Background: an optimization exercise with open tools, aiming at small area. Do not read the settings as production practice.
Only simulation tests tie the RTL to the original design; equivalence was not proved.
Power and IR drop assume default switching activity.

$ cat design/flow/flow/run.sh
#!/bin/bash
# The standard layout (standard.sh) with these changes:
# - after the standard synthesis, flow/invpol.py rewrites the netlist to
#   remove inverters between full adders (it only re-polarises full adders
#   and rebuilds inverters; registers are untouched);
# - the clock tree is built from clkbuf_8 cells in clusters of up to 16 sinks,
#   without dummy loads;
# - the port buffers are buf_1 cells.
set -euo pipefail
export CTS_ARGS="-sink_clustering_enable -repair_clock_nets -dont_use_dummy_load -buf_list {sky130_fd_sc_hd__clkbuf_4 sky130_fd_sc_hd__clkbuf_8} -root_buf sky130_fd_sc_hd__clkbuf_8 -sink_clustering_buffer sky130_fd_sc_hd__clkbuf_4 -sink_clustering_size 10 -sink_clustering_max_diameter 50"
export BUFFER_PORTS_ARGS="-buffer_cell sky130_fd_sc_hd__buf_1"
bash standard.sh synth > standard_synth.log 2>&1
NET=orfs/results/$FLOW_PLATFORM/comp_cic/base/1_2_yosys.v
cp "$NET" 1_2_yosys.before_invpol.v
python3 flow/invpol.py "$NET" > invpol.log 2>&1
rm -f orfs/results/$FLOW_PLATFORM/comp_cic/base/1_synth.odb orfs/results/$FLOW_PLATFORM/comp_cic/base/1_synth.sdc
bash standard.sh > standard_flow.log 2>&1
$ cat design/flow/flow/invpol.py
#!/usr/bin/env python3
"""Inverter clean-up on a flat sky130hd netlist written by Yosys.

A full adder is self-dual: FA(~a, ~b, ~c) = ~FA(a, b, c) on both outputs.
Synthesis leaves inverters between full adders.  This script chooses, for
every full adder, whether to use it as is or in its dual form (inverted
inputs and outputs), so that as few logic values as possible are needed in
both polarities, and then rebuilds the inverters: one inv_1 per value that is
needed in the polarity its driver does not give.  A half or full adder with
an unused output is then replaced by the gate for its used output (xor2,
and2 or maj3).  Registers, ports and all other cells are left as they are.

usage: invpol.py NETLIST.v   (rewrites the file in place; prints a summary)
"""
import re
import sys
import random

OUT_PINS = {'X', 'Y', 'Q', 'Q_N', 'SUM', 'COUT', 'HI', 'LO'}
INV = re.compile(r'sky130_fd_sc_hd__inv_\d+$')
FA = re.compile(r'sky130_fd_sc_hd__fa_\d+$')

path = sys.argv[1]
text = open(path).read()
m = re.search(r'^module .*?;\n', text, re.S | re.M)
head_end = m.end()
end = text.rindex('endmodule')
body = text[head_end:end]

cell_re = re.compile(r'^  (sky130_fd_sc_hd__\w+) (\S+|\\\S+ ) \(\n(.*?)\n  \);\n', re.S | re.M)
pin_re = re.compile(r'\.(\w+)\((.*?)\)(?:,|$)', re.M)

cells = []
decl_lines = []
pos = 0
for cm in cell_re.finditer(body):
    decl_lines.append(body[pos:cm.start()])
    pos = cm.end()
    ctype, name, pins_txt = cm.group(1), cm.group(2), cm.group(3)
    pins = [(p, n.strip() if not n.strip().startswith('\\') else n.lstrip()) for p, n in pin_re.findall(pins_txt)]
    # keep escaped names exactly (they end with a space)
    pins = []
    for line in pins_txt.split('\n'):
        pm = re.match(r'\s*\.(\w+)\((.*)\),?$', line)
        assert pm, line
        pins.append([pm.group(1), pm.group(2)])
    cells.append({'type': ctype, 'name': name, 'pins': pins})
rest = body[pos:]
assert rest.strip() == '', rest[:200]
decls = ''.join(decl_lines)

ports_out = set()
ports_in = set()
for dm in re.finditer(r'^\s*(input|output)\s*(\[(\d+):(\d+)\])?\s*(\S+);', text[:head_end] + decls, re.M):
    kind, rng, hi, lo, nm = dm.groups()
    names = [nm] if not rng else ['%s[%d]' % (nm, i) for i in range(int(lo), int(hi) + 1)]
    (ports_out if kind == 'output' else ports_in).update(names)

def is_port(n):
    return n in ports_out or n in ports_in

# drivers
driver = {}
for c in cells:
    for p, n in c['pins']:
        if p in OUT_PINS:
            driver[n] = (c, p)

# inverters we may remove: inv cells with plain internal nets on both sides
def removable(c):
    if not INV.match(c['type']):
        return False
    d = dict(c['pins'])
    return not is_port(d['A']) and not is_port(d['Y'])

rem = [c for c in cells if removable(c)]
rem_ids = set(id(c) for c in rem)

root_cache = {}
def root(n):
    """(root net, parity) of net n through removable inverters."""
    if n in root_cache:
        return root_cache[n]
    d = driver.get(n)
    if d and id(d[0]) in rem_ids:
        r, par = root(dict(d[0]['pins'])['A'])
        res = (r, par ^ 1)
    else:
        res = (n, 0)
    root_cache[n] = res
    return res

fas = [c for c in cells if FA.match(c['type'])]
fa_idx = {id(c): i for i, c in enumerate(fas)}
# demands: list of (root, parity, fa index or -1)
demands = []
for c in cells:
    if id(c) in rem_ids:
        continue
    for k, (p, n) in enumerate(c['pins']):
        if p in OUT_PINS:
            continue
        if n.startswith("1'") or n not in driver and not is_port(n):
            continue
        r, par = root(n)
        demands.append((r, par, fa_idx.get(id(c), -1), c, k))
for n in ports_out:
    if n in driver and id(driver[n][0]) in rem_ids:
        raise SystemExit('output port driven by a removable inverter')

# root provider: FA output roots depend on the FA's flip
prov_fa = {}
for i, c in enumerate(fas):
    for p, n in c['pins']:
        if p in OUT_PINS:
            prov_fa[n] = i

by_root = {}
for d in demands:
    by_root.setdefault(d[0], []).append(d)
fa_roots = {i: set() for i in range(len(fas))}
for r, ds in by_root.items():
    if r in prov_fa:
        fa_roots[prov_fa[r]].add(r)
    for d in ds:
        if d[2] >= 0:
            fa_roots[d[2]].add(r)

def root_cost(r, flip):
    pi = flip[prov_fa[r]] if r in prov_fa else 0
    need = set(d[1] ^ (flip[d[2]] if d[2] >= 0 else 0) for d in by_root[r])
    return 1 if (pi ^ 1) in need else 0

def total(flip):
    return sum(root_cost(r, flip) for r in by_root)

best_flip = [0] * len(fas)
best = total(best_flip)
start_cost = best
rng = random.Random(1)
for trial in range(40):
    flip = [0] * len(fas) if trial == 0 else [rng.randint(0, 1) for _ in fas]
    cur = total(flip)
    improved = True
    while improved:
        improved = False
        order = list(range(len(fas)))
        rng.shuffle(order)
        for i in order:
            rs = fa_roots[i]
            before = sum(root_cost(r, flip) for r in rs)
            flip[i] ^= 1
            after = sum(root_cost(r, flip) for r in rs)
            if after < before:
                cur += after - before
                improved = True
            else:
                flip[i] ^= 1
    if cur < best:
        best, best_flip = cur, flip[:]
flip = best_flip

# rebuild: remove removable inverters, add one inverter per root needing it
new_cells = [c for c in cells if id(c) not in rem_ids]
inv_net = {}
new_wires = []
added = []
for r, ds in sorted(by_root.items()):
    pi = flip[prov_fa[r]] if r in prov_fa else 0
    for d in ds:
        want = d[1] ^ (flip[d[2]] if d[2] >= 0 else 0)
        c, k = d[3], d[4]
        if want == pi:
            c['pins'][k][1] = r
        else:
            if r not in inv_net:
                nn = '_invpol_%d_' % len(inv_net)
                inv_net[r] = nn
                new_wires.append('  wire %s;\n' % nn)
                added.append({'type': 'sky130_fd_sc_hd__inv_1', 'name': '_invpol_cell_%d_' % len(added),
                              'pins': [['A', r], ['Y', nn]]})
            c['pins'][k][1] = inv_net[r]
new_cells += added

# cells with an unused output: half adder -> xor2 or and2, full adder -> maj3
loads = {}
for c in new_cells:
    for p, n in c['pins']:
        if p not in OUT_PINS:
            loads[n] = loads.get(n, 0) + 1
def unused(n):
    return loads.get(n, 0) == 0 and not is_port(n)
swapped = 0
for c in new_cells:
    d = dict(c['pins'])
    if re.match(r'sky130_fd_sc_hd__ha_\d+$', c['type']):
        if unused(d['COUT']) and not unused(d['SUM']):
            c['type'] = 'sky130_fd_sc_hd__xor2_1'
            c['pins'] = [['A', d['A']], ['B', d['B']], ['X', d['SUM']]]
            swapped += 1
        elif unused(d['SUM']) and not unused(d['COUT']):
            c['type'] = 'sky130_fd_sc_hd__and2_1'
            c['pins'] = [['A', d['A']], ['B', d['B']], ['X', d['COUT']]]
            swapped += 1
    elif FA.match(c['type']):
        if unused(d['SUM']) and not unused(d['COUT']):
            c['type'] = 'sky130_fd_sc_hd__maj3_1'
            c['pins'] = [['A', d['A']], ['B', d['B']], ['C', d['CIN']], ['X', d['COUT']]]
            swapped += 1

out = [text[:head_end], decls]
out += new_wires
for c in new_cells:
    out.append('  %s %s (\n%s\n  );\n' % (c['type'], c['name'],
               ',\n'.join('    .%s(%s)' % (p, n) for p, n in c['pins'])))
out.append(text[end:])
open(path, 'w').write(''.join(out))
print('full adders: %d, flipped: %d' % (len(fas), sum(flip)))
print('adders with an unused output replaced by a smaller cell: %d' % swapped)
print('inverters removed: %d, added: %d (values needing an inverter: %d before the search, %d after)'
      % (len(rem), len(added), start_cost, best))
$ cat design/flow/standard.sh
#!/bin/bash
# synth_recipe.tcl (not shown) runs the flow's synth.tcl, then flattens the netlist and writes it again
# the make line also repeats each setting of config.mk as NAME=value (left out here)
make -C /OpenROAD-flow-scripts/flow DESIGN_CONFIG=/design/flow/config.mk WORK_HOME=/design/flow/orfs CLKGATE_MAP_FILE= SYNTH_SCRIPT=/design/flow/synth_recipe.tcl "${@:-finish}"
$ cat design/flow/config.mk
export PLATFORM = sky130hd
export DESIGN_NAME = comp_cic
export DESIGN_NICKNAME = comp_cic
export VERILOG_FILES = /design/flow/design.v
export SDC_FILE = /design/flow/constraint.sdc
export NUM_CORES = 4
export LEC_CHECK = 0
export CAP_MARGIN = 20
export CORE_MARGIN = 2
export CORE_UTILIZATION = 40
export SLEW_MARGIN = 20
export SYNTH_MEMORY_MAX_BITS = 4096
$ cat design/flow/constraint.sdc
create_clock -name core_clock -period 10.0 [get_ports {clk}]
set_input_delay 2.0000 -clock core_clock [delete_from_list [all_inputs] [get_ports {clk}]]
set_output_delay 2.0000 -clock core_clock [all_outputs]
set_load 0.01 [all_outputs]
$ cat design/flow/design.v
module comp_cic_mac (
  input  [8:0] t,
  input  [18:0] rin,
  output [18:0] rn
);
  wire s1;
  wire c2;
  assign s1 = rin[1] ^ t[0] ^ t[2];
  assign c2 = (rin[1] & t[0]) | (rin[1] & t[2]) | (t[0] & t[2]);
  wire s3;
  wire c4;
  assign s3 = ~t[3] ^ t[4] ^ t[7];
  assign c4 = (~t[3] & t[4]) | (~t[3] & t[7]) | (t[4] & t[7]);
  wire s5;
  wire c6;
  assign s5 = rin[2] ^ t[5] ^ t[8];
  assign c6 = (rin[2] & t[5]) | (rin[2] & t[8]) | (t[5] & t[8]);
  wire s7;
  wire c8;
  assign s7 = rin[3] ^ t[1] ^ ~t[3];
  assign c8 = (rin[3] & t[1]) | (rin[3] & ~t[3]) | (t[1] & ~t[3]);
  wire s9;
  wire c10;
  assign s9 = ~t[4] ^ ~t[6] ^ t[7];
  assign c10 = (~t[4] & ~t[6]) | (~t[4] & t[7]) | (~t[6] & t[7]);
  wire s11;
  wire c12;
  assign s11 = rin[4] ^ t[2] ^ t[5];
  assign c12 = (rin[4] & t[2]) | (rin[4] & t[5]) | (t[2] & t[5]);
  wire s13;
  wire c14;
  assign s13 = rin[5] ^ ~t[0] ^ ~t[2];
  assign c14 = (rin[5] & ~t[0]) | (rin[5] & ~t[2]) | (~t[0] & ~t[2]);
  wire s15;
  wire c16;
  assign s15 = rin[6] ^ t[7] ^ ~t[8];
  assign c16 = (rin[6] & t[7]) | (rin[6] & ~t[8]) | (t[7] & ~t[8]);
  wire s17;
  wire c18;
  assign s17 = rin[7] ^ t[1] ^ ~t[3];
  assign c18 = (rin[7] & t[1]) | (rin[7] & ~t[3]) | (t[1] & ~t[3]);
  wire s19;
  wire c20;
  assign s19 = rin[8] ^ ~t[2] ^ ~t[5];
  assign c20 = (rin[8] & ~t[2]) | (rin[8] & ~t[5]) | (~t[2] & ~t[5]);
  wire s21;
  wire c22;
  assign s21 = rin[9] ^ t[0] ^ ~t[1];
  assign c22 = (rin[9] & t[0]) | (rin[9] & ~t[1]) | (t[0] & ~t[1]);
  wire s23;
  wire c24;
  assign s23 = rin[10] ^ t[0] ^ ~t[3];
  assign c24 = (rin[10] & t[0]) | (rin[10] & ~t[3]) | (t[0] & ~t[3]);
  wire s25;
  wire c26;
  assign s25 = rin[11] ^ t[1] ^ ~t[2];
  assign c26 = (rin[11] & t[1]) | (rin[11] & ~t[2]) | (t[1] & ~t[2]);
  wire s27;
  wire c28;
  assign s27 = ~t[4] ^ t[6] ^ t[8];
  assign c28 = (~t[4] & t[6]) | (~t[4] & t[8]) | (t[6] & t[8]);
  wire s29;
  wire c30;
  assign s29 = rin[12] ^ t[3] ^ t[7];
  assign c30 = (rin[12] & t[3]) | (rin[12] & t[7]) | (t[3] & t[7]);
  wire s31;
  wire c32;
  assign s31 = rin[13] ^ t[6] ^ 1'b1;
  assign c32 = (rin[13] & t[6]) | (rin[13] & 1'b1) | (t[6] & 1'b1);
  wire s33;
  wire c34;
  assign s33 = rin[15] ^ ~t[7] ^ 1'b1;
  assign c34 = (rin[15] & ~t[7]) | (rin[15] & 1'b1) | (~t[7] & 1'b1);
  wire s35;
  wire c36;
  assign s35 = rin[16] ^ ~t[8] ^ 1'b1;
  assign c36 = (rin[16] & ~t[8]) | (rin[16] & 1'b1) | (~t[8] & 1'b1);
  wire s37;
  wire c38;
  assign s37 = c2 ^ c4 ^ s5;
  assign c38 = (c2 & c4) | (c2 & s5) | (c4 & s5);
  wire s39;
  wire c40;
  assign s39 = c6 ^ s7 ^ s9;
  assign c40 = (c6 & s7) | (c6 & s9) | (s7 & s9);
  wire s41;
  wire c42;
  assign s41 = c8 ^ c10 ^ s11;
  assign c42 = (c8 & c10) | (c8 & s11) | (c10 & s11);
  wire s43;
  wire c44;
  assign s43 = c12 ^ s13 ^ t[3];
  assign c44 = (c12 & s13) | (c12 & t[3]) | (s13 & t[3]);
  wire s45;
  wire c46;
  assign s45 = c16 ^ s17 ^ ~t[4];
  assign c46 = (c16 & s17) | (c16 & ~t[4]) | (s17 & ~t[4]);
  wire s47;
  wire c48;
  assign s47 = c18 ^ s19 ^ t[6];
  assign c48 = (c18 & s19) | (c18 & t[6]) | (s19 & t[6]);
  wire s49;
  wire c50;
  assign s49 = c20 ^ s21 ^ ~t[4];
  assign c50 = (c20 & s21) | (c20 & ~t[4]) | (s21 & ~t[4]);
  wire s51;
  wire c52;
  assign s51 = c24 ^ s25 ^ s27;
  assign c52 = (c24 & s25) | (c24 & s27) | (s25 & s27);
  wire s53;
  wire c54;
  assign s53 = c26 ^ c28 ^ s29;
  assign c54 = (c26 & c28) | (c26 & s29) | (c28 & s29);
  wire s55;
  wire c56;
  assign s55 = c32 ^ rin[14] ^ ~t[7];
  assign c56 = (c32 & rin[14]) | (c32 & ~t[7]) | (rin[14] & ~t[7]);
  wire s57;
  wire c58;
  assign s57 = c40 ^ s41 ^ t[7];
  assign c58 = (c40 & s41) | (c40 & t[7]) | (s41 & t[7]);
  wire s59;
  wire c60;
  assign s59 = c44 ^ c14 ^ s15;
  assign c60 = (c44 & c14) | (c44 & s15) | (c14 & s15);
  wire s61;
  wire c62;
  assign s61 = c50 ^ c22 ^ s23;
  assign c62 = (c50 & c22) | (c50 & s23) | (c22 & s23);
  wire s63;
  wire c64;
  assign s63 = c52 ^ s53 ^ t[8];
  assign c64 = (c52 & s53) | (c52 & t[8]) | (s53 & t[8]);
  wire s65;
  wire c66;
  assign s65 = c54 ^ c30 ^ s31;
  assign c66 = (c54 & c30) | (c54 & s31) | (c30 & s31);
  wire s67;
  wire c68;
  assign s67 = c58 ^ c42 ^ s43;
  assign c68 = (c58 & c42) | (c58 & s43) | (c42 & s43);
  wire s69;
  wire c70;
  assign s69 = s1 ^ s3;
  assign c70 = s1 & s3;
  wire s71;
  wire c72;
  assign s71 = s37 ^ c70;
  assign c72 = s37 & c70;
  wire s73;
  wire c74;
  assign s73 = c38 ^ s39 ^ c72;
  assign c74 = (c38 & s39) | (c38 & c72) | (s39 & c72);
  wire s75;
  wire c76;
  assign s75 = s57 ^ ~t[8] ^ c74;
  assign c76 = (s57 & ~t[8]) | (s57 & c74) | (~t[8] & c74);
  wire s77;
  wire c78;
  assign s77 = s67 ^ c76;
  assign c78 = s67 & c76;
  wire s79;
  wire c80;
  assign s79 = c68 ^ s59 ^ c78;
  assign c80 = (c68 & s59) | (c68 & c78) | (s59 & c78);
  wire s81;
  wire c82;
  assign s81 = c60 ^ s45 ^ c80;
  assign c82 = (c60 & s45) | (c60 & c80) | (s45 & c80);
  wire s83;
  wire c84;
  assign s83 = c46 ^ s47 ^ c82;
  assign c84 = (c46 & s47) | (c46 & c82) | (s47 & c82);
  wire s85;
  wire c86;
  assign s85 = c48 ^ s49 ^ c84;
  assign c86 = (c48 & s49) | (c48 & c84) | (s49 & c84);
  wire s87;
  wire c88;
  assign s87 = s61 ^ c86;
  assign c88 = s61 & c86;
  wire s89;
  wire c90;
  assign s89 = c62 ^ s51 ^ c88;
  assign c90 = (c62 & s51) | (c62 & c88) | (s51 & c88);
  wire s91;
  wire c92;
  assign s91 = s63 ^ c90;
  assign c92 = s63 & c90;
  wire s93;
  wire c94;
  assign s93 = c64 ^ s65 ^ c92;
  assign c94 = (c64 & s65) | (c64 & c92) | (s65 & c92);
  wire s95;
  wire c96;
  assign s95 = c66 ^ s55 ^ c94;
  assign c96 = (c66 & s55) | (c66 & c94) | (s55 & c94);
  wire s97;
  wire c98;
  assign s97 = c56 ^ s33 ^ c96;
  assign c98 = (c56 & s33) | (c56 & c96) | (s33 & c96);
  wire s99;
  wire c100;
  assign s99 = c34 ^ s35 ^ c98;
  assign c100 = (c34 & s35) | (c34 & c98) | (s35 & c98);
  wire s101;
  wire c102;
  assign s101 = c36 ^ rin[17] ^ c100;
  assign c102 = (c36 & rin[17]) | (c36 & c100) | (rin[17] & c100);
  wire s103;
  wire c104;
  assign s103 = rin[18] ^ ~t[8] ^ c102;
  assign c104 = (rin[18] & ~t[8]) | (rin[18] & c102) | (~t[8] & c102);
  wire s105;
  wire c106;
  assign s105 = rin[18] ^ ~t[8] ^ c104;
  assign c106 = (rin[18] & ~t[8]) | (rin[18] & c104) | (~t[8] & c104);
  assign rn[0] = s69;
  assign rn[1] = s71;
  assign rn[2] = s73;
  assign rn[3] = s75;
  assign rn[4] = s77;
  assign rn[5] = s79;
  assign rn[6] = s81;
  assign rn[7] = s83;
  assign rn[8] = s85;
  assign rn[9] = s87;
  assign rn[10] = s89;
  assign rn[11] = s91;
  assign rn[12] = s93;
  assign rn[13] = s95;
  assign rn[14] = s97;
  assign rn[15] = s99;
  assign rn[16] = s101;
  assign rn[17] = s103;
  assign rn[18] = s105;
endmodule
module comp_cic
#(  parameter Win=16,
    parameter Wcoef = 18,
    parameter Wout = 18,
    parameter Num_coef=17)
(input  signed [Win-1:0] id_data_filter,
 input ic_val_data,
 input ic_rst,
 input  clk,
 output signed [Wout-1:0] od_data_filter,
 output oc_val_data);
logic [1:0] ph;           
logic [1:0] qc;           
logic run, tail, pend, vld;
logic fresh;              
logic [15:0] xin;         
logic [255:0] ring;       
logic [7:0] cr;           
logic [18:0] acc;
wire start = (ic_val_data | pend) & (ph == 2'd3);
wire j15   = (qc == 2'd3) & (ph == 2'd3);
wire l15   = run & j15;
wire first = run & (qc == 2'd0) & (ph == 2'd0);
wire inbit = xin[{qc, ph}];
wire rd = run & ~fresh;
wire zb = run & fresh & j15;    
logic [16:0] tap;
always_comb begin
    tap[0] = inbit & run;
    for (int w = 1; w <= 16; w++)
        tap[w] = (ring[(w-1)*16] & rd) | zb;
end
logic [7:0] tp, crn;
always_comb begin
    for (int k = 0; k < 8; k++) begin
        logic a, b, c;
        a = tap[k];
        b = tap[16-k];
        c = cr[k];
        tp[k] = a ^ b ^ c;
        crn[k] = (a & b) | (a & c) | (b & c);
    end
end
wire [8:0] t = {tap[8], tp};
logic [18:0] rin, rn;
assign rin = first ? 19'd490410 : acc;
comp_cic_mac tree (.t(t), .rin(rin), .rn(rn));
always_ff @(posedge clk) begin
    cr  <= crn;
    acc <= rn;
    if (ic_val_data) xin <= {~id_data_filter[15], id_data_filter[14:0]};
    for (int w = 1; w <= 16; w++)
        for (int q = 0; q < 4; q++) begin
            ring[(w-1)*16 + q*4 +: 3] <= ring[(w-1)*16 + q*4 + 1 +: 3];
            if (!run)
                ring[(w-1)*16 + q*4 + 3] <= ring[(w-1)*16 + q*4];
            else if (q < 3)
                ring[(w-1)*16 + q*4 + 3] <= ring[(w-1)*16 + q*4 + 4];
            else
                ring[(w-1)*16 + q*4 + 3] <= (w == 1) ? inbit : tap[w-1];
        end
end
always_ff @(posedge clk) begin
    if (ic_rst) begin
        ph <= 2'd0; qc <= 2'd0;
        run <= 1'b0; tail <= 1'b0; pend <= 1'b0; vld <= 1'b0;
        fresh <= 1'b1;
    end else begin
        ph   <= ph + 2'd1;
        tail <= l15;
        vld  <= tail;
        if (start) begin
            run <= 1'b1; pend <= 1'b0;
        end else if (ic_val_data)
            pend <= 1'b1;
        if (run && ph == 2'd3) begin
            qc <= qc + 2'd1;
            if (qc == 2'd3) begin
                run <= 1'b0;
                fresh <= 1'b0;
            end
        end
    end
end
assign od_data_filter = acc[17:0];
assign oc_val_data = vld;
endmodule
==> key figures, run 1 <==
Routing
  • Antenna viol nets, final: 0
  • Met2 wire length: 5610 um
  • Met3 WL post-DR: 712 um
  • Router iterations before antenna repair: 4
  • Vias per cell: 4.34
  • Routed wire length: 13300 um
  • Max layer used: met4
  • # DRC: 0
  • Wire per inst: 14.6 um
  • Via Count: 3956
  • Initial DRC Count: 101
  • M1 WL: 6760 um

Setup path
  • Crit-path max FO: 9
  • Delay of the slowest critical-path stage: 0.61 ns
  • R2r setup slk: 0.68 ns
  • Worst R2R Path Depth: 23
  • Classification of the worst setup path: flop to flop
  • Crit path DAT: 9.71 ns
  • Worst R2R End: acc[17]
  • Critical Path End Type: flop
  • Slowest cell on crit path: fa_1
  • Most frequent CP cell: fa_1
  • Critical Path, Cell by Cell: and2_1 -> and4_1 -> buf_4 -> a21o_1 -> fa_1 -> fa_1 -> fa_1 -> fa_1 -> fa_1 -> ha_1 -> fa_1 -> fa_1 -> fa_1 -> fa_1 -> ha_1 -> fa_1 -> ha_1 -> fa_1 -> fa_1 -> fa_1 -> fa_1 -> fa_1 -> fa_1
  • WP data required: 10.38 ns
  • CP Launch Type: flop
  • R2R Path Start: ph[1]

Die
  • Starting Density: 41.1%
  • Chip height: 154 um
  • Rows: 54
  • Die area: 23800 um^2
  • Die W: 154 um
  • Core ar.: 22000 um^2
  • Boundary pin count: 38

Clock tree
  • Clk buf depth: 3
  • CTS buffer count: 38
  • Clock transition at path regs: 0.10 ns
  • CTS H-tree depth: 2
  • PostCTS Resize Cnt: 0
  • CTS Root Cell: clkbuf_8
  • Setup bufs post-CTS: 0
  • Worst-Skew Late Latency: 0.52 ns
  • TritonCTS clock tree: done
  • Clk sink count: 308
  • Hold_buf cts: 0

Timing
  • Final WS setup: 0.678 ns
  • RSZ-0062 raised after global routing: no
  • Relative slew slack: 43.8%
  • Final Hold Violating Endpoints: 0
  • Setup-failing EPs final: 0
  • Fin. max-slew vios: 0
  • Fin crit period: 9.32 ns
  • Fmax: 0.107 GHz
  • Fin crit share: 93.2%
  • Worst Tran Pin Value: 0.843 ns
  • Post-Route Setup TNS: 0 ns
  • Post-Route Skew: 0.0375 ns

Logic synthesis
  • Synth Net Count: 663
  • Syn Area/Cell: 15.4 um^2
  • Synthesis Warnings: 1
  • Mapped cell area: 9010 um^2
  • Syn Inst Count: 587

Final layout
  • Nets: 710
  • Layout cells sized above 1: 8.86%
  • # diodes: 0
  • Area grow syn2layout: 6.84%

Status
  • Status: complete, no violations

Placement
  • Post-DP HPWL: 9000 um
  • Setup slack at placement: 0.668 ns
  • RePlAce Congestion: 0.803
  • Port Buffers: 37

Hold path
  • Min-Delay Endpoint: ring[49]
  • WHS Path Cells: 0
  • Min-delay worst type: flop to flop
  • Hold path startpoint: ring[50]

Power
  • Peak supply drop: 0.0908 mV
  • Power Density: 236 nW/um^2
  • P_leak: 4.19 nW

Global route
  • GRT overflow: 0
  • Total GRT Usage: 11.8%
  • Global-route wire length before repair: 22100 um
  • Initial antenna violation count: 0
  • Largest net degree at the start of global routing: 59
  • Vias in the first global route: 4277

Job
  • Max_cap viols: 0
==> metal layers <==
| layer | track usage (%) | up-vias |
|---|---|---|
| met5 | 0 | - |
| met4 | 4.23 | 0 |
| met3 | 3.58 | 23 |
| li1 | - | 1954 |
| met1 | 16.6 | 1896 |
| met2 | 17.2 | 83 |
==> stage by stage <==
stage               instance area [um^2]  utilization [%]  power [mW]  std cells  hold slack [ns]
floorplan                           9010                -        1.66        587            0.310
global placement                    9320             42.4        1.76        874            0.311
detailed placement                  9320             42.4        1.75        874            0.312
CTS                                 9630             43.9        2.32        912            0.305
global route                        9630             43.9        2.42        912            0.322
finish                              9630             43.9        2.27        912            0.310
==> area by class of cell <==
cell class,count,area (um^2)
Sequential cell,308,6330
Tap cell,280,350
Fill cell,1911,12300
Clock buffer,38,317
Inverter,30,113
Multi-Input combinational cell,215,2360
Timing Repair Buffer,41,169
==> critical path, delay by kind of cell (launching register included) <==
family	cells	cell delay, ns
adders and majority gates	19	7.49
and+or+nand+nor	2	0.74
DFF	1	0.56
buffers and inverters	1	0.25
AOI/OAI and AO/OA	1	0.15
==> power by group <==
group | switching, mW | total (mW) | leakage [nW] | internal, mW
Combinational | 0.221 | 0.398 | 1.48 | 0.177
Sequential | 0.0250 | 1.32 | 2.52 | 1.30
Clock | 0.355 | 0.554 | 0.188 | 0.199
Total | 0.601 | 2.27 | 4.19 | 1.67
==> worst max path at each step <==
stage | slack, ns | endpoint | cells past startpoint | start
after floorplan | 1.26 | acc[17] | 25 | ph[0]
after global placement | 0.83 | acc[17] | 23 | ph[1]
after detailed placement | 0.67 | acc[17] | 23 | ph[1]
after CTS | 0.63 | acc[17] | 23 | ph[1]
after global routing | 0.28 | acc[17] | 23 | ph[1]
final | 0.68 | acc[17] | 23 | ph[1]
==> layout by cell type (no fill, tap or decap) <==
cell,n
dfxtp_1,291
fa_1,46
mux2_1,38
buf_1,37
clkbuf_4,33
a21o_1,31
inv_1,30
edfxtp_1,16
nor2_1,15
ha_1,11
nand2_1,10
mux2_2,10
xnor2_1,6
nand2b_1,6
a21oi_1,6
nand3_1,5
xor2_1,5
clkbuf_8,5
nor2b_1,4
mux2i_1,4
maj3_1,4
buf_4,4
and2_1,3
mux4_2,2
and3_1,1
and4_1,1
a31oi_1,1
a22oi_1,1
o2111ai_2,1
o2111ai_1,1
nor3b_1,1
nor3_1,1
o21a_1,1
dfxtp_2,1
==> state kept, by name, indices dropped and copies added (netlist names) <==
| signal | count |
|---|---|
| ring | 256 |
| fresh | 1 |
| acc | 19 |
| ph | 2 |
| cr | 8 |
| tail | 1 |
| vld | 1 |
| xin | 16 |
| pend | 1 |
| qc | 2 |
| run | 1 |
==> run 2, diff against run 1 <==
==> design/flow/flow/run.sh (replaced) <==
#!/bin/bash
# The standard layout (standard.sh) with these changes:
# - after the standard synthesis, flow/invpol.py rewrites the netlist to
#   remove inverters between full adders and to replace adders with an
#   unused output by a smaller gate (it only re-polarises full adders,
#   rebuilds inverters and swaps those adders; registers are untouched);
# - the clock tree has clkbuf_4 cells driving clusters of up to 12 registers
#   and clkbuf_8 cells above them, without dummy loads;
# - the port buffers are buf_1 cells.
set -euo pipefail
export CTS_ARGS="-sink_clustering_enable -repair_clock_nets -dont_use_dummy_load -buf_list {sky130_fd_sc_hd__clkbuf_4 sky130_fd_sc_hd__clkbuf_8} -root_buf sky130_fd_sc_hd__clkbuf_8 -sink_clustering_buffer sky130_fd_sc_hd__clkbuf_4 -sink_clustering_size 12 -sink_clustering_max_diameter 50"
export BUFFER_PORTS_ARGS="-buffer_cell sky130_fd_sc_hd__buf_1"
bash standard.sh synth > standard_synth.log 2>&1
NET=orfs/results/$FLOW_PLATFORM/comp_cic/base/1_2_yosys.v
cp "$NET" 1_2_yosys.before_invpol.v
python3 flow/invpol.py "$NET" > invpol.log 2>&1
rm -f orfs/results/$FLOW_PLATFORM/comp_cic/base/1_synth.odb orfs/results/$FLOW_PLATFORM/comp_cic/base/1_synth.sdc
bash standard.sh > standard_flow.log 2>&1
--- a/design/flow/config.mk
+++ b/design/flow/config.mk
@@ -5,8 +5,8 @@
 export SDC_FILE = /design/flow/constraint.sdc
 export NUM_CORES = 4
 export LEC_CHECK = 0
-export CAP_MARGIN = 20
+export CAP_MARGIN = 0
 export CORE_MARGIN = 2
 export CORE_UTILIZATION = 40
-export SLEW_MARGIN = 20
+export SLEW_MARGIN = 0
 export SYNTH_MEMORY_MAX_BITS = 4096
==> key figures, run 2 <==
Clock tree
  • CTS H-tree depth: 1 (was 2)
  • Clock transition at path regs: 0.12 ns (was 0.10 ns)
  • Worst-Skew Late Latency: 0.54 ns (was 0.52 ns)
  • CTS buffer count: 31 (was 38)
  • TritonCTS clock tree: done (unchanged)
  • Clk sink count: 308 (unchanged)
  • CTS Root Cell: clkbuf_8 (unchanged)
  • Setup bufs post-CTS: 0 (unchanged)
  • Clk buf depth: 3 (unchanged)
  • Hold_buf cts: 0 (unchanged)
  • PostCTS Resize Cnt: 0 (unchanged)

Logic synthesis
  • Synthesis Warnings: 1 (unchanged)
  • Synth Net Count: 663 (unchanged)
  • Syn Inst Count: 587 (unchanged)
  • Syn Area/Cell: 15.4 um^2 (unchanged)
  • Mapped cell area: 9010 um^2 (unchanged)

Routing
  • Wire per inst: 14.5 um (was 14.6 um)
  • Initial DRC Count: 79 (was 101)
  • Vias per cell: 4.33 (was 4.34)
  • Antenna viol nets, final: 0 (unchanged)
  • Router iterations before antenna repair: 4 (unchanged)
  • Routed wire length: 13200 um (was 13300 um)
  • # DRC: 0 (unchanged)
  • Via Count: 3916 (was 3956)

Setup path
  • CP Launch Type: flop (unchanged)
  • Classification of the worst setup path: flop to flop (unchanged)
  • R2R Path Start: ph[1] (unchanged)
  • Crit-path max FO: 9 (unchanged)
  • Worst R2R End: acc[17] (unchanged)
  • R2r setup slk: 0.65 ns (was 0.68 ns)
  • Crit path DAT: 9.75 ns (was 9.71 ns)
  • Crit path from: ph[1] (unchanged)
  • Critical Path End Type: flop (unchanged)
  • WP data required: 10.39 ns (was 10.38 ns)
  • Worst R2R Path Depth: 23 (unchanged)

Timing
  • Fin crit period: 9.35 ns (was 9.32 ns)
  • Relative slew slack: 43.9% (was 43.8%)
  • Fmax: 0.107 GHz (about the same)
  • RSZ-0062 raised after global routing: no (unchanged)
  • Fin crit share: 93.5% (was 93.2%)
  • Worst Tran Pin Value: 0.842 ns (was 0.843 ns)
  • Setup-failing EPs final: 0 (unchanged)
  • Final hold slack: 0.291 ns (was 0.310 ns)
  • Fin. max-slew vios: 0 (unchanged)
  • Post-Route Setup TNS: 0 ns (unchanged)
  • Post-Route Skew: 0.0505 ns (was 0.0375 ns)
  • Final Hold Violating Endpoints: 0 (unchanged)

Power
  • Tot Pwr: 2.22 mW (was 2.27 mW)
  • P_leak: 4.15 nW (was 4.19 nW)
  • Peak supply drop: 0.101 mV (was 0.0908 mV)
  • Power Density: 232 nW/um^2 (was 236 nW/um^2)

Hold path
  • WHS Path Cells: 0 (unchanged)
  • Min-Delay Endpoint: ring[172] (was ring[49])
  • Min-delay worst type: flop to flop (unchanged)
  • Hold path startpoint: ring[173] (was ring[50])

Global route
  • Vias in the first global route: 4185 (was 4277)
  • Global-route wire length before repair: 21800 um (was 22100 um)
  • Largest net degree at the start of global routing: 59 (unchanged)
  • Total GRT Usage: 11.4% (was 11.8%)
  • Initial antenna violation count: 0 (unchanged)
  • GRT overflow: 0 (unchanged)

Placement
  • RePlAce Congestion: 0.803 (unchanged)
  • Post-DP HPWL: 9000 um (unchanged)
  • Port Buffers: 37 (unchanged)

Final layout
  • Largest regs: ring x256, acc x19, xin x16 (unchanged)
  • Area grow syn2layout: 6.12% (was 6.84%)
  • Largest register by flop count: ring (unchanged)
  • Max FFs per register: 256 (unchanged)
  • Commonest cells after routing, fill and taps aside: 291 x dfxtp_1, 46 x fa_1, 38 x mux2_1 (unchanged)
  • Nets: 703 (was 710)
  • Fill cells: 1931 (was 1911)
  • Commonest non-fill, non-tap cell in the layout: dfxtp_1 (unchanged)
  • # diodes: 0 (unchanged)
  • Layout cells sized above 1: 7.84% (was 8.86%)

Die
  • Rows: 54 (unchanged)
  • Chip height: 154 um (unchanged)
  • Core ar.: 22000 um^2 (unchanged)
  • Die W: 154 um (unchanged)
  • Starting Density: 41.1% (unchanged)
  • Die area: 23800 um^2 (unchanged)
  • Boundary pin count: 38 (unchanged)

Job
  • Max_cap viols: 0 (unchanged)

Status
  • Status: complete, no violations (unchanged)
run 2: area by class of cell:
| cell class | instances | area [um^2] | share of cell area, % |
|---|---|---|---|
| flip-flops and latches | 308 | 6330 | 66.1 |
| multi-input cells | 215 | 2360 | 24.6 |
| well taps | 280 | 350 | 3.66 |
| clock buffers | 31 | 251 | 2.63 |
| repair buffers | 41 | 169 | 1.77 |
| inverters | 30 | 113 | 1.18 |
run 2: worst max-delay path: stages, from the launching register on:
cell and delay, ns:
dfxtp_1 0.56, and2_1 0.31, and4_1 0.44, buf_4 0.25, a21o_1 0.15, fa_1 0.56, fa_1 0.61, fa_1 0.44
fa_1 0.41, fa_1 0.49, ha_1 0.22, fa_1 0.38, fa_1 0.38, fa_1 0.39, fa_1 0.39, ha_1 0.20
fa_1 0.37, ha_1 0.23, fa_1 0.39, fa_1 0.39, fa_1 0.41, fa_1 0.39, fa_1 0.40, fa_1 0.44
run 2: per-layer routing:
layer / routed length (um) / vias to the layer above / track usage, %
met3: 751 / 18 / 2.79
li1: - / 1941 / -
met4: 210 / 0 / 3.34
met5: 0 / - / 0
met1: 6690 / 1879 / 16.6
met2: 5500 / 78 / 17.1
run 2: per-stage QoR:
step / worst slack, ns / cells / cell area, um^2 / util, %
after detailed placement: 0.668 / 874 / 9320 / 42.4
after global routing: 0.232 / 905 / 9570 / 43.6
after floorplan: 1.26 / 587 / 9010 / -
final: 0.649 / 905 / 9570 / 43.6
after global placement: 0.832 / 874 / 9320 / 42.4
after CTS: 0.593 / 905 / 9570 / 43.6
run 2: how the worst max path moves through the flow:
stage              end  slack [ns]  cells after the start
2_1_floorplan  acc[17]        1.26                     25
3_3_place_gp   acc[17]        0.83                     23
3_5_place_dp   acc[17]        0.67                     23
4_1_cts        acc[17]        0.59                     23
5_1_grt        acc[17]        0.23                     23
6_report       acc[17]        0.65                     23
run 2: where the power goes:
part | switching [mW] | total (mW) | internal (mW) | leakage, nW
registers | 0.0251 | 1.32 | 1.30 | 2.52
logic | 0.221 | 0.398 | 0.177 | 1.48
clock network | 0.341 | 0.499 | 0.158 | 0.150
total | 0.587 | 2.22 | 1.63 | 4.15
==> run 3, diff against run 2 <==
--- a/design/flow/config.mk
+++ b/design/flow/config.mk
@@ -5,8 +5,9 @@
 export SDC_FILE = /design/flow/constraint.sdc
 export NUM_CORES = 4
 export LEC_CHECK = 0
-export CAP_MARGIN = 0
+export CAP_MARGIN = 20
 export CORE_MARGIN = 2
 export CORE_UTILIZATION = 40
-export SLEW_MARGIN = 0
+export GPL_TIMING_DRIVEN = 0
+export SLEW_MARGIN = 20
 export SYNTH_MEMORY_MAX_BITS = 4096
==> key figures, run 3 <==
Setup path
  • CP Buf/Inv Count: 3 (was 1)
  • Critical Path End Type: flop (unchanged)
  • Crit-path max FO: 10 (was 9)
  • Cell family with most CP delay: adder cells (unchanged)
  • Classification of the worst setup path: flop to flop (unchanged)
  • WP data required: 10.45 ns (was 10.39 ns)
  • R2R Path Start: ph[0] (was ph[1])
  • R2r setup slk: 0.47 ns (was 0.65 ns)
  • Worst R2R Path Depth: 25 (was 23)
  • Slowest cell on crit path: fa_1 (unchanged)
  • CP Launch Type: flop (unchanged)
  • Delay of the slowest critical-path stage: 0.78 ns (was 0.61 ns)
  • Worst R2R End: acc[17] (unchanged)
  • Crit path DAT: 9.98 ns (was 9.75 ns)
  • Most frequent CP cell: fa_1 (unchanged)

Final layout
  • Largest regs: ring x256, acc x19, xin x16 (unchanged)
  • Max FFs per register: 256 (unchanged)
  • Nets: 732 (was 703)
  • Area grow syn2layout: 8.17% (was 6.12%)
  • Commonest cells after routing, fill and taps aside: 292 x dfxtp_1, 46 x fa_1, 38 x mux2_1 (was 291 x dfxtp_1, 46 x fa_1, 38 x mux2_1)
  • Fin util: 44.4% (was 43.6%)
  • Fill cells: 1961 (was 1931)
  • Commonest non-fill, non-tap cell in the layout: dfxtp_1 (unchanged)
  • Layout cells sized above 1: 11.5% (was 7.84%)
  • # diodes: 0 (unchanged)
  • Largest register by flop count: ring (unchanged)

Power
  • Sw Share: 25.9% (was 26.4%)
  • Internal: 1.66 mW (was 1.63 mW)
  • P_leak: 4.29 nW (was 4.15 nW)
  • Power Density: 230 nW/um^2 (was 232 nW/um^2)
  • P_sw: 0.580 mW (was 0.587 mW)
  • Sequential Power Share: 59.0% (was 59.6%)
  • Peak supply drop: 0.0925 mV (was 0.101 mV)
  • Combinational share of power: 18.6% (was 17.9%)
  • Clock share of power: 22.4% (was 22.5%)

Clock tree
  • Clk buf depth: 3 (unchanged)
  • Worst-Skew Late Latency: 0.56 ns (was 0.54 ns)
  • CTS buffer count: 31 (unchanged)
  • TritonCTS clock tree: done (unchanged)
  • CTS Root Cell: clkbuf_8 (unchanged)
  • Clock transition at path regs: 0.12 ns (about the same)
  • Hold_buf cts: 0 (unchanged)
  • Setup bufs post-CTS: 0 (unchanged)
  • PostCTS Resize Cnt: 0 (unchanged)
  • CTS H-tree depth: 1 (unchanged)
  • Clk sink count: 308 (unchanged)

Placement
  • RePlAce Congestion: 0.755 (was 0.803)
  • Port Buffers: 36 (was 37)
  • Post-DP HPWL: 8850 um (was 9000 um)

Routing
  • M1 WL: 6500 um (was 6690 um)
  • Max layer used: met4 (unchanged)
  • Vias per cell: 4.35 (was 4.33)
  • Antenna viol nets, final: 0 (unchanged)
  • Via Count: 4063 (was 3916)
  • Router iterations before antenna repair: 6 (was 4)
  • Routed wire length: 13100 um (was 13200 um)
  • Initial DRC Count: 123 (was 79)
  • Wire per inst: 14.0 um (was 14.5 um)
  • # DRC: 0 (unchanged)
  • Met2 wire length: 5740 um (was 5500 um)
  • Met3 WL post-DR: 589 um (was 751 um)

Timing
  • Post-Route Skew: 0.0355 ns (was 0.0505 ns)
  • Fin crit period: 9.53 ns (was 9.35 ns)
  • Worst Tran Pin Value: 0.810 ns (was 0.842 ns)
  • Fmax: 0.105 GHz (was 0.107 GHz)
  • Final Hold Violating Endpoints: 0 (unchanged)
  • Fin crit share: 95.3% (was 93.5%)
  • Relative slew slack: 46.0% (was 43.9%)
  • Post-Route Setup TNS: 0 ns (unchanged)
  • Setup-failing EPs final: 0 (unchanged)
  • RSZ-0062 raised after global routing: no (unchanged)
  • Fin. max-slew vios: 0 (unchanged)
  • Final hold slack: 0.297 ns (was 0.291 ns)

Die
  • Boundary pin count: 38 (unchanged)
  • Die area: 23800 um^2 (unchanged)
  • Die W: 154 um (unchanged)
  • Core ar.: 22000 um^2 (unchanged)
  • Starting Density: 41.1% (unchanged)
  • Rows: 54 (unchanged)
  • Chip height: 154 um (unchanged)

Status
  • Status: complete, no violations (unchanged)

Global route
  • Initial antenna violation count: 0 (unchanged)
  • Largest net degree at the start of global routing: 18 (was 59)
  • Vias in the first global route: 4376 (was 4185)
  • Total GRT Usage: 11.6% (was 11.4%)
  • GRT overflow: 0 (unchanged)
  • Global-route wire length before repair: 22100 um (was 21800 um)

Logic synthesis
  • Syn Inst Count: 587 (unchanged)
  • Mapped cell area: 9010 um^2 (unchanged)
  • Synth Net Count: 663 (unchanged)
  • Syn Area/Cell: 15.4 um^2 (unchanged)
  • Synthesis Warnings: 1 (unchanged)

Hold path
  • Min-delay worst type: flop to flop (unchanged)
  • Hold path startpoint: ring[114] (was ring[173])
  • WHS Path Cells: 0 (unchanged)
  • Min-Delay Endpoint: ring[113] (was ring[172])

Job
  • Max_cap viols: 0 (unchanged)
==> run 3: cell type report <==
class | instances | area [um^2] | share of cell area [%]
inverters | 30 | 113 | 1.15
repair buffers | 36 | 135 | 1.39
multi-input cells | 215 | 2360 | 24.2
well taps | 280 | 350 | 3.59
clock buffers | 31 | 251 | 2.58
plain buffers | 34 | 220 | 2.26
flip-flops and latches | 308 | 6330 | 64.9
==> run 3: power groups by stage <==
stage	registers (mW)	logic (mW)	clock network, mW
2_1_floorplan	1.34	0.319	0
6_report	1.32	0.417	0.502
3_3_place_gp	1.35	0.394	0
3_5_place_dp	1.35	0.425	0
5_1_grt	1.33	0.489	0.579
4_1_cts	1.32	0.427	0.530
==> run 3: layer usage <==
layer	track usage, %	vias up
li1	-	2012
met1	15.8	1957
met2	18.6	76
met3	2.90	18
met4	2.80	0
met5	0	-
==> run 3: metrics by stage <==
step / area, um^2 / setup WS (ns) / cells / total power, mW
after floorplan: 9010 / 1.26 / 587 / 1.66
after global placement: 9500 / 0.541 / 903 / 1.74
after detailed placement: 9500 / 0.413 / 903 / 1.78
after CTS: 9750 / 0.408 / 934 / 2.28
after global routing: 9750 / 0.0870 / 934 / 2.40
final: 9750 / 0.470 / 934 / 2.24
==> run 3: worst max path at each step <==
stage / end / from / depth (start not counted)
2_1_floorplan: acc[17] / ph[0] / 25
3_3_place_gp: acc[17] / ph[0] / 25
3_5_place_dp: acc[17] / ph[0] / 25
4_1_cts: acc[17] / ph[0] / 25
5_1_grt: acc[17] / ph[0] / 25
6_report: acc[17] / ph[0] / 25
==> run 3: worst register-to-register path, cell delays in order, from the launching register on <==
cell and delay, ns:
dfxtp_1 0.39, and2_1 0.23, and4_1 0.22, buf_2 0.19, buf_4 0.22, a21o_1 0.21, fa_1 0.78, inv_1 0.26
fa_1 0.55, fa_1 0.43, fa_1 0.43, fa_1 0.50, ha_1 0.22, fa_1 0.38, fa_1 0.39, fa_1 0.39
fa_1 0.40, ha_1 0.21, fa_1 0.39, ha_1 0.21, fa_1 0.40, fa_1 0.40, fa_1 0.41, fa_1 0.40
fa_1 0.42, fa_1 0.43
==> run 4, diff against run 3 <==
--- a/design/flow/config.mk
+++ b/design/flow/config.mk
@@ -8,6 +8,5 @@
 export CAP_MARGIN = 20
 export CORE_MARGIN = 2
 export CORE_UTILIZATION = 40
-export GPL_TIMING_DRIVEN = 0
 export SLEW_MARGIN = 20
 export SYNTH_MEMORY_MAX_BITS = 4096
==> key figures, run 4 <==
Final layout
  • Commonest non-fill, non-tap cell in the layout: dfxtp_1 (unchanged)
  • Max FFs per register: 256 (unchanged)
  • # diodes: 0 (unchanged)
  • Fin cells: 905 (was 934)
  • Area of the multi-input gates: 2360 um^2 (unchanged)
  • Fill cells: 1931 (was 1961)
  • Largest regs: ring x256, acc x19, xin x16 (unchanged)
  • Commonest cells after routing, fill and taps aside: 291 x dfxtp_1, 46 x fa_1, 38 x mux2_1 (was 292 x dfxtp_1, 46 x fa_1, 38 x mux2_1)
  • Seq. cell area: 6330 um^2 (about the same)
  • Largest register by flop count: ring (unchanged)
  • Nets: 703 (was 732)
  • Area grow syn2layout: 6.12% (was 8.17%)
  • Layout cells sized above 1: 7.84% (was 11.5%)

Global route
  • M3 GR Usage: 2.79% (was 2.90%)
  • GR peak layer: met2 (unchanged)
  • Global-route wire length before repair: 21800 um (was 22100 um)
  • GRT overflow: 0 (unchanged)
  • Largest net degree at the start of global routing: 59 (was 18)
  • Met2 Usage GRT: 17.1% (was 18.6%)
  • Total GRT Usage: 11.4% (was 11.6%)
  • Met1 Track Usage GR: 16.6% (was 15.8%)
  • Vias in the first global route: 4185 (was 4376)
  • Initial antenna violation count: 0 (unchanged)

Timing
  • Fmax: 0.107 GHz (was 0.105 GHz)
  • Fin. max-slew vios: 0 (unchanged)
  • Final Hold Violating Endpoints: 0 (unchanged)
  • Worst Tran Pin Value: 0.842 ns (was 0.810 ns)
  • Relative slew slack: 43.9% (was 46.0%)
  • RSZ-0062 raised after global routing: no (unchanged)
  • Fin crit period: 9.35 ns (was 9.53 ns)
  • Fin crit share: 93.5% (was 95.3%)
  • Setup-failing EPs final: 0 (unchanged)
  • Post-Route Skew: 0.0505 ns (was 0.0355 ns)
  • Post-Route Setup TNS: 0 ns (unchanged)

Clock tree
  • CTS H-tree depth: 1 (unchanged)
  • Setup bufs post-CTS: 0 (unchanged)
  • Hold_buf cts: 0 (unchanged)
  • Clk sink count: 308 (unchanged)
  • TritonCTS clock tree: done (unchanged)
  • PostCTS Resize Cnt: 0 (unchanged)
  • Worst-Skew Late Latency: 0.54 ns (was 0.56 ns)
  • Clock transition at path regs: 0.12 ns (about the same)
  • Clk buf depth: 3 (unchanged)
  • CTS Root Cell: clkbuf_8 (unchanged)
  • CTS buffer count: 31 (unchanged)

Logic synthesis
  • Mapped cell area: 9010 um^2 (unchanged)
  • Syn Area/Cell: 15.4 um^2 (unchanged)
  • Synth Net Count: 663 (unchanged)
  • Syn Inst Count: 587 (unchanged)
  • Synthesis Warnings: 1 (unchanged)

Routing
  • Vias per cell: 4.33 (was 4.35)
  • Initial DRC Count: 79 (was 123)
  • Routed wire length: 13200 um (was 13100 um)
  • Via Count: 3916 (was 4063)
  • # DRC: 0 (unchanged)
  • Wire per inst: 14.5 um (was 14.0 um)
  • Antenna viol nets, final: 0 (unchanged)
  • Router iterations before antenna repair: 4 (was 6)

Placement
  • Placed cells: 874 (was 903)
  • Post-DP HPWL: 9000 um (was 8850 um)
  • Port Buffers: 37 (was 36)
  • RePlAce Congestion: 0.803 (was 0.755)

Die
  • Core ar.: 22000 um^2 (unchanged)
  • Die W: 154 um (unchanged)
  • Die area: 23800 um^2 (unchanged)
  • Starting Density: 41.1% (unchanged)
  • Boundary pin count: 38 (unchanged)
  • Rows: 54 (unchanged)
  • Chip height: 154 um (unchanged)

Job
  • Max_cap viols: 0 (unchanged)

Power
  • Power Density: 232 nW/um^2 (was 230 nW/um^2)
  • Peak supply drop: 0.101 mV (was 0.0925 mV)
  • P_leak: 4.15 nW (was 4.29 nW)

Setup path
  • Worst R2R Path Depth: 23 (was 25)
  • Crit path DAT: 9.75 ns (was 9.98 ns)
  • WP data required: 10.39 ns (was 10.45 ns)
  • Critical Path End Type: flop (unchanged)
  • R2R Path Start: ph[1] (was ph[0])
  • Crit path from: ph[1] (was ph[0])
  • Classification of the worst setup path: flop to flop (unchanged)
  • R2r setup slk: 0.65 ns (was 0.47 ns)
  • Worst R2R End: acc[17] (unchanged)
  • CP Launch Type: flop (unchanged)
  • Worst Setup EP: acc[17] (unchanged)
  • Crit-path max FO: 9 (was 10)

Status
  • Status: complete, no violations (unchanged)

Hold path
  • Min-delay worst type: flop to flop (unchanged)
[run 4: power by group]
group          switching (mW)  total (mW)  internal, mW  leakage (nW)
Combinational           0.221       0.398         0.177          1.48
Sequential             0.0251        1.32          1.30          2.52
Clock                   0.341       0.499         0.158         0.150
[run 4: cell type report]
| cell class | count | area share, % |
|---|---|---|
| clock buffer | 31 | 2.63 |
| timing repair buffer | 41 | 1.77 |
| multi-input combinational | 215 | 24.6 |
| sequential | 308 | 66.1 |
| tap | 280 | 3.66 |
| inverter | 30 | 1.18 |
[run 4: metrics by stage]
step	area (um^2)	total power [mW]	hold slack, ns	util, %	setup WS (ns)
after floorplan	9010	1.66	0.310	-	1.26
after global placement	9320	1.76	0.311	42.4	0.832
after detailed placement	9320	1.75	0.312	42.4	0.668
after CTS	9570	2.26	0.294	43.6	0.593
after global routing	9570	2.36	0.299	43.6	0.232
final	9570	2.22	0.291	43.6	0.649
[run 4: how the worst min path moves through the flow]
stage,startpoint,endpoint,depth (start not counted)
2_1_floorplan,ring[1],ring[0],0
3_3_place_gp,ring[142],ring[141],0
3_5_place_dp,ring[81],ring[80],0
4_1_cts,ring[173],ring[172],0
5_1_grt,ring[173],ring[172],0
6_report,ring[173],ring[172],0
[run 4: layer usage]
layer	wire length, um	vias up	part of all wire (%)
met4	210	0	1.6
met3	751	18	5.7
met1	6690	1879	51
met2	5500	78	42
met5	0	-	0
li1	-	1941	-
[run 4: worst max-delay path, stage by stage, from the launching register on]
cell,delay (ns)
dfxtp_1,0.56
and2_1,0.31
and4_1,0.44
buf_4,0.25
a21o_1,0.15
fa_1,0.56
fa_1,0.61
fa_1,0.44
fa_1,0.41
fa_1,0.49
ha_1,0.22
fa_1,0.38
fa_1,0.38
fa_1,0.39
fa_1,0.39
ha_1,0.20
fa_1,0.37
ha_1,0.23
fa_1,0.39
fa_1,0.39
fa_1,0.41
fa_1,0.39
fa_1,0.40
fa_1,0.44
==> run 5, diff against run 4 <==
--- a/design/flow/design.v
+++ b/design/flow/design.v
@@ -249,6 +249,7 @@
 logic [1:0] ph;           
 logic [1:0] qc;           
 logic run, tail, pend, vld;
+logic idle;               
 logic fresh;              
 logic [15:0] xin;         
 logic [255:0] ring;       
@@ -289,31 +290,30 @@
     for (int w = 1; w <= 16; w++)
         for (int q = 0; q < 4; q++) begin
             ring[(w-1)*16 + q*4 +: 3] <= ring[(w-1)*16 + q*4 + 1 +: 3];
-            if (!run)
-                ring[(w-1)*16 + q*4 + 3] <= ring[(w-1)*16 + q*4];
-            else if (q < 3)
-                ring[(w-1)*16 + q*4 + 3] <= ring[(w-1)*16 + q*4 + 4];
+            if (q < 3)
+                ring[(w-1)*16 + q*4 + 3] <= (run & ring[(w-1)*16 + q*4 + 4])
+                                          | (idle & ring[(w-1)*16 + q*4]);
             else
-                ring[(w-1)*16 + q*4 + 3] <= (w == 1) ? inbit : tap[w-1];
+                ring[(w-1)*16 + q*4 + 3] <= tap[w-1] | (idle & ring[(w-1)*16 + q*4]);
         end
 end
 always_ff @(posedge clk) begin
     if (ic_rst) begin
         ph <= 2'd0; qc <= 2'd0;
-        run <= 1'b0; tail <= 1'b0; pend <= 1'b0; vld <= 1'b0;
+        run <= 1'b0; idle <= 1'b1; tail <= 1'b0; pend <= 1'b0; vld <= 1'b0;
         fresh <= 1'b1;
     end else begin
         ph   <= ph + 2'd1;
         tail <= l15;
         vld  <= tail;
         if (start) begin
-            run <= 1'b1; pend <= 1'b0;
+            run <= 1'b1; idle <= 1'b0; pend <= 1'b0;
         end else if (ic_val_data)
             pend <= 1'b1;
         if (run && ph == 2'd3) begin
             qc <= qc + 2'd1;
             if (qc == 2'd3) begin
-                run <= 1'b0;
+                run <= 1'b0; idle <= 1'b1;
                 fresh <= 1'b0;
             end
         end
==> key figures, run 5 <==
Routing
  • Wire per inst: 14.8 um (was 14.5 um)
  • Vias per cell: 4.53 (was 4.33)
  • Initial DRC Count: 168 (was 79)
  • Router iterations before antenna repair: 4 (unchanged)
  • Via Count: 4119 (was 3916)
  • Routed wire length: 13500 um (was 13200 um)
  • # DRC: 0 (unchanged)
  • Antenna viol nets, final: 0 (unchanged)

Final layout
  • Commonest non-fill, non-tap cell in the layout: dfxtp_1 (unchanged)
  • Area grow syn2layout: 6.03% (was 6.12%)
  • # diodes: 0 (unchanged)
  • Area of the multi-input gates: 2240 um^2 (was 2360 um^2)
  • Nets: 707 (was 703)
  • Fill cells: 2021 (was 1931)
  • Layout cells sized above 1: 6.84% (was 7.84%)
  • Largest regs: ring x256, acc x19, xin x16 (unchanged)
  • Fin cells: 909 (was 905)
  • Max FFs per register: 256 (unchanged)
  • Largest register by flop count: ring (unchanged)
  • Commonest cells after routing, fill and taps aside: 291 x dfxtp_1, 48 x a22o_1, 46 x fa_1 (was 291 x dfxtp_1, 46 x fa_1, 38 x mux2_1)
  • Seq. cell area: 6350 um^2 (was 6330 um^2)

Clock tree
  • TritonCTS clock tree: done (unchanged)
  • Setup bufs post-CTS: 0 (unchanged)
  • Hold_buf cts: 0 (unchanged)
  • Worst-Skew Late Latency: 0.56 ns (was 0.54 ns)
  • PostCTS Resize Cnt: 0 (unchanged)
  • Clk sink count: 309 (was 308)
  • Clock transition at path regs: 0.12 ns (about the same)
  • CTS buffer count: 30 (was 31)
  • Clk buf depth: 3 (unchanged)
  • CTS Root Cell: clkbuf_8 (unchanged)
  • CTS H-tree depth: 1 (unchanged)

Hold path
  • Min-delay worst type: flop to flop (unchanged)
  • Hold path startpoint: ring[63] (was ring[173])

Setup path
  • Slowest cell on crit path: dfxtp_1 (was fa_1)
  • R2R Path Start: ph[0] (was ph[1])
  • Crit-path max FO: 16 (was 9)
  • Cell family with most CP delay: adder cells (unchanged)
  • Crit path DAT: 9.81 ns (was 9.75 ns)
  • CP Launch Type: flop (unchanged)
  • CP Buf/Inv Count: 3 (was 1)
  • Classification of the worst setup path: flop to flop (unchanged)
  • Delay of the slowest critical-path stage: 0.58 ns (was 0.61 ns)
  • Crit path from: ph[0] (was ph[1])
  • Critical Path End Type: flop (unchanged)
  • Most frequent CP cell: fa_1 (unchanged)
  • WP data required: 10.51 ns (was 10.39 ns)

Logic synthesis
  • Syn Inst Count: 595 (was 587)
  • Synthesis Warnings: 1 (unchanged)
  • Synth Net Count: 671 (was 663)
  • Mapped cell area: 8940 um^2 (was 9010 um^2)
  • Syn Area/Cell: 15.0 um^2 (was 15.4 um^2)

Timing
  • Final Hold Violating Endpoints: 0 (unchanged)
  • Fmax: 0.107 GHz (about the same)
  • Post-Route Skew: 0.0542 ns (was 0.0505 ns)
  • Fin crit period: 9.30 ns (was 9.35 ns)
  • Worst Tran Pin Value: 0.722 ns (was 0.842 ns)
  • RSZ-0062 raised after global routing: no (unchanged)
  • Fin crit share: 93.0% (was 93.5%)
  • Fin. max-slew vios: 0 (unchanged)
  • Final hold slack: 0.293 ns (was 0.291 ns)
  • Setup-failing EPs final: 0 (unchanged)
  • Relative slew slack: 51.8% (was 43.9%)
  • Post-Route Setup TNS: 0 ns (unchanged)

Power
  • Peak supply drop: 0.0793 mV (was 0.101 mV)
  • Power Density: 233 nW/um^2 (was 232 nW/um^2)
  • P_leak: 4.01 nW (was 4.15 nW)

Die
  • Chip height: 153 um (was 154 um)
  • Boundary pin count: 38 (unchanged)
  • Die area: 23600 um^2 (was 23800 um^2)
  • Core ar.: 21900 um^2 (was 22000 um^2)
  • Starting Density: 40.8% (was 41.1%)
  • Rows: 54 (unchanged)
  • Die W: 153 um (was 154 um)

Placement
  • Post-DP HPWL: 8850 um (was 9000 um)
  • Placed cells: 879 (was 874)
  • RePlAce Congestion: 0.816 (was 0.803)
  • Port Buffers: 37 (unchanged)

Global route
  • Global-route wire length before repair: 22900 um (was 21800 um)
  • Vias in the first global route: 4530 (was 4185)
  • Largest net degree at the start of global routing: 66 (was 59)
  • Initial antenna violation count: 0 (unchanged)
  • Total GRT Usage: 11.9% (was 11.4%)
  • GRT overflow: 0 (unchanged)

Job
  • Max_cap viols: 0 (unchanged)

Status
  • Status: complete, no violations (unchanged)
run 5: layout make-up:
class                           count  share of cell area, %
Sequential cell                   309                   67.0
Inverter                           31                   1.23
Tap cell                          280                   3.70
Timing Repair Buffer               43                   1.94
Clock buffer                       30                   2.57
Multi-Input combinational cell    216                   23.6
run 5: power breakdown:
| part | switching [mW] | internal (mW) |
|---|---|---|
| clock network | 0.337 | 0.153 |
| logic | 0.215 | 0.174 |
| registers | 0.0251 | 1.31 |
run 5: layer usage:
metal	track usage [%]	wire (um)	part of all wire [%]	vias up
met4	3.93	288	2.1	0
met2	18.8	6080	45	84
met3	3.07	751	5.6	22
met1	16.0	6350	47	2014
li1	-	-	-	1999
met5	0	0	0	-
run 5: worst paths after layout:
kind                    to  slack [ns]  cells after the start
hold reg to reg   ring[62]        0.29                      0
hold / removal    ring[62]        0.29                      0
setup reg to reg   acc[17]        0.70                     26
setup / recovery   acc[17]        0.70                     26
run 5: stage by stage:
stage / util [%] / instance area (um^2) / power, mW / setup slack [ns]
final: 43.3 / 9480 / 2.21 / 0.697
after CTS: 43.3 / 9480 / 2.25 / 0.609
after detailed placement: 42.2 / 9240 / 1.76 / 0.636
after global routing: 43.3 / 9480 / 2.37 / 0.260
after global placement: 42.2 / 9240 / 1.75 / 0.864
after floorplan: - / 8940 / 1.68 / 1.13
==> run 6, diff against run 5 <==
--- a/design/flow/config.mk
+++ b/design/flow/config.mk
@@ -7,6 +7,7 @@
 export LEC_CHECK = 0
 export CAP_MARGIN = 20
 export CORE_MARGIN = 2
-export CORE_UTILIZATION = 40
+export CORE_UTILIZATION = 65
+export PLACE_DENSITY = 0.75
 export SLEW_MARGIN = 20
 export SYNTH_MEMORY_MAX_BITS = 4096
==> key figures, run 6 <==
Die
  • Die W: 121 um (was 153 um)
  • Core ar.: 13300 um^2 (was 21900 um^2)
  • Die area: 14700 um^2 (was 23600 um^2)
  • Chip height: 121 um (was 153 um)
  • Rows: 42 (was 54)
  • Starting Density: 67.0% (was 40.8%)
  • Boundary pin count: 38 (unchanged)

Clock tree
  • PostCTS Resize Cnt: 0 (unchanged)
  • TritonCTS clock tree: done (unchanged)
  • CTS buffer count: 30 (unchanged)
  • Clk sink count: 309 (unchanged)
  • Clock transition at path regs: 0.11 ns (was 0.12 ns)
  • Worst-Skew Late Latency: 0.54 ns (was 0.56 ns)
  • CTS H-tree depth: 1 (unchanged)
  • Setup bufs post-CTS: 0 (unchanged)
  • Hold_buf cts: 0 (unchanged)
  • CTS Root Cell: clkbuf_8 (unchanged)
  • Clk buf depth: 3 (unchanged)

Setup path
  • Crit path DAT: 9.72 ns (was 9.81 ns)
  • Critical Path End Type: flop (unchanged)
  • Delay of the slowest critical-path stage: 0.60 ns (was 0.58 ns)
  • CP Launch Type: flop (unchanged)
  • Worst R2R Path Depth: 25 (was 26)
  • Crit-path max FO: 22 (was 16)
  • CP Buf/Inv Count: 4 (was 3)
  • Most frequent CP cell: fa_1 (unchanged)
  • WP data required: 10.49 ns (was 10.51 ns)
  • CP Depth: 25 (was 26)
  • Cell family with most CP delay: adder cells (unchanged)
  • Classification of the worst setup path: flop to flop (unchanged)
  • Slowest cell on crit path: dfxtp_2 (was dfxtp_1)

Final layout
  • Area grow syn2layout: 4.49% (was 6.03%)
  • Design Area, Final: 9340 um^2 (was 9480 um^2)
  • Commonest non-fill, non-tap cell in the layout: dfxtp_1 (unchanged)
  • Max FFs per register: 256 (unchanged)
  • Fill cells: 959 (was 2021)
  • Commonest cells after routing, fill and taps aside: 291 x dfxtp_1, 48 x a22o_1, 46 x fa_1 (unchanged)
  • Layout cells sized above 1: 6.69% (was 6.84%)
  • Largest register by flop count: ring (unchanged)
  • # diodes: 0 (unchanged)
  • Largest regs: ring x256, acc x19, xin x16 (unchanged)
  • Area of the multi-input gates: 2240 um^2 (unchanged)
  • Seq. cell area: 6350 um^2 (unchanged)
  • Nets: 706 (was 707)

Global route
  • GRT overflow: 0 (unchanged)
  • Total GRT Usage: 19.3% (was 11.9%)
  • Largest net degree at the start of global routing: 56 (was 66)
  • Global-route wire length before repair: 22200 um (was 22900 um)
  • Initial antenna violation count: 0 (unchanged)
  • Vias in the first global route: 4433 (was 4530)

Timing
  • Setup-failing EPs final: 0 (unchanged)
  • Final hold slack: 0.315 ns (was 0.293 ns)
  • Post-Route Setup TNS: 0 ns (unchanged)
  • Fin. max-slew vios: 0 (unchanged)
  • Post-Route Skew: 0.0548 ns (was 0.0542 ns)
  • RSZ-0062 raised after global routing: no (unchanged)
  • Fmax: 0.108 GHz (was 0.107 GHz)
  • Final Hold Violating Endpoints: 0 (unchanged)
  • Fin crit period: 9.22 ns (was 9.30 ns)
  • Worst Tran Pin Value: 0.687 ns (was 0.722 ns)
  • Final WS setup: 0.775 ns (was 0.697 ns)
  • Fin crit share: 92.2% (was 93.0%)
  • Relative slew slack: 54.1% (was 51.8%)

Job
  • Max_cap viols: 0 (unchanged)

Routing
  • Vias per cell: 5.06 (was 4.53)
  • Routed wire length: 12900 um (was 13500 um)
  • Initial DRC Count: 193 (was 168)
  • # DRC: 0 (unchanged)
  • Wire per inst: 16.0 um (was 14.8 um)
  • Antenna viol nets, final: 0 (unchanged)
  • Router iterations before antenna repair: 4 (unchanged)
  • Via Count: 4067 (was 4119)

Placement
  • Placed Area: 9100 um^2 (was 9240 um^2)
  • Setup slack at placement: 0.695 ns (was 0.636 ns)
  • Post-DP HPWL: 8700 um (was 8850 um)
  • Port Buffers: 37 (unchanged)
  • RePlAce Congestion: 0.855 (was 0.816)

Power
  • Tot Pwr: 2.21 mW (about the same)
  • Power Density: 237 nW/um^2 (was 233 nW/um^2)
  • P_leak: 4.00 nW (was 4.01 nW)
  • Peak supply drop: 0.125 mV (was 0.0793 mV)

Hold path
  • Min-delay worst type: flop to flop (unchanged)
  • WHS Path Cells: 0 (unchanged)

Logic synthesis
  • Synth Net Count: 671 (unchanged)
  • Synthesis Warnings: 1 (unchanged)
  • Mapped cell area: 8940 um^2 (unchanged)
  • Syn Inst Count: 595 (unchanged)
  • Syn Area/Cell: 15.0 um^2 (unchanged)

Status
  • Status: complete, no violations (unchanged)
-- run 6: metal layers --
| layer | GRT usage (%) | up-vias | wire (um) |
|---|---|---|---|
| li1 | - | 2004 | - |
| met1 | 27.6 | 1963 | 6130 |
| met2 | 30.2 | 73 | 5890 |
| met3 | 3.67 | 27 | 516 |
| met4 | 6.47 | 0 | 330 |
| met5 | 0 | - | 0 |
-- run 6: report_power, final --
part	internal, mW	total, mW	switching [mW]
registers	1.31	1.33	0.0269
logic	0.178	0.391	0.213
clock network	0.153	0.490	0.337
-- run 6: layout make-up --
cell class                 instances  area share [%]
clock buffer                      30            2.61
inverter                          31            1.25
multi-input combinational        216            23.9
sequential                       309            68.0
tap                              176            2.36
timing repair buffer              42            1.89
-- run 6: final timing paths --
| path | to | startpoint | slack (ns) |
|---|---|---|---|
| worst max-delay path | acc[17] | run | 0.78 |
| worst min-delay path | ring[113] | ring[114] | 0.31 |
| worst max register to register | acc[17] | run | 0.78 |
| worst min register to register | ring[113] | ring[114] | 0.31 |
-- run 6: stage by stage --
step	cells	util (%)
final	804	70.0
after floorplan	595	-
after global routing	804	70.0
after global placement	774	68.2
after detailed placement	774	68.2
after CTS	804	70.0

## what the ideal ports hide
The results above use ideal ports. As a check the final layouts listed here were re-extracted and re-timed, cells and wires unchanged.
Step 1 assumes that a clkbuf_16 drives the clock port and a buf_2 every other input.
Step 2, shift: input delay + t, output delay - t, t = (earliest + latest rising clock arrival at the registers) / 2. This alone moves slack from input paths to output paths.
Slacks: no drivers / after step 1 / after step 2; pairs: no drivers / after step 1.
| run | t, ns | setup WS [ns] | hold slack, ns |
|---|---|---|---|
| run 1 | 0.538 | 0.678 / 0.678 / 0.678 | 0.310 / 0.310 / 0.310 |
| run 2 | 0.550 | 0.649 / 0.649 / 0.649 | 0.291 / 0.291 / 0.291 |
| run 3 | 0.566 | 0.470 / 0.470 / 0.470 | 0.297 / 0.297 / 0.297 |
| run 4 | 0.550 | 0.649 / 0.649 / 0.649 | 0.291 / 0.291 / 0.291 |
| run 5 | 0.568 | 0.697 / 0.697 / 0.697 | 0.293 / 0.293 / 0.293 |
| run 6 | 0.550 | 0.775 / 0.775 / 0.775 | 0.315 / 0.315 / 0.315 |
After both steps setup and hold are still met in every run listed.
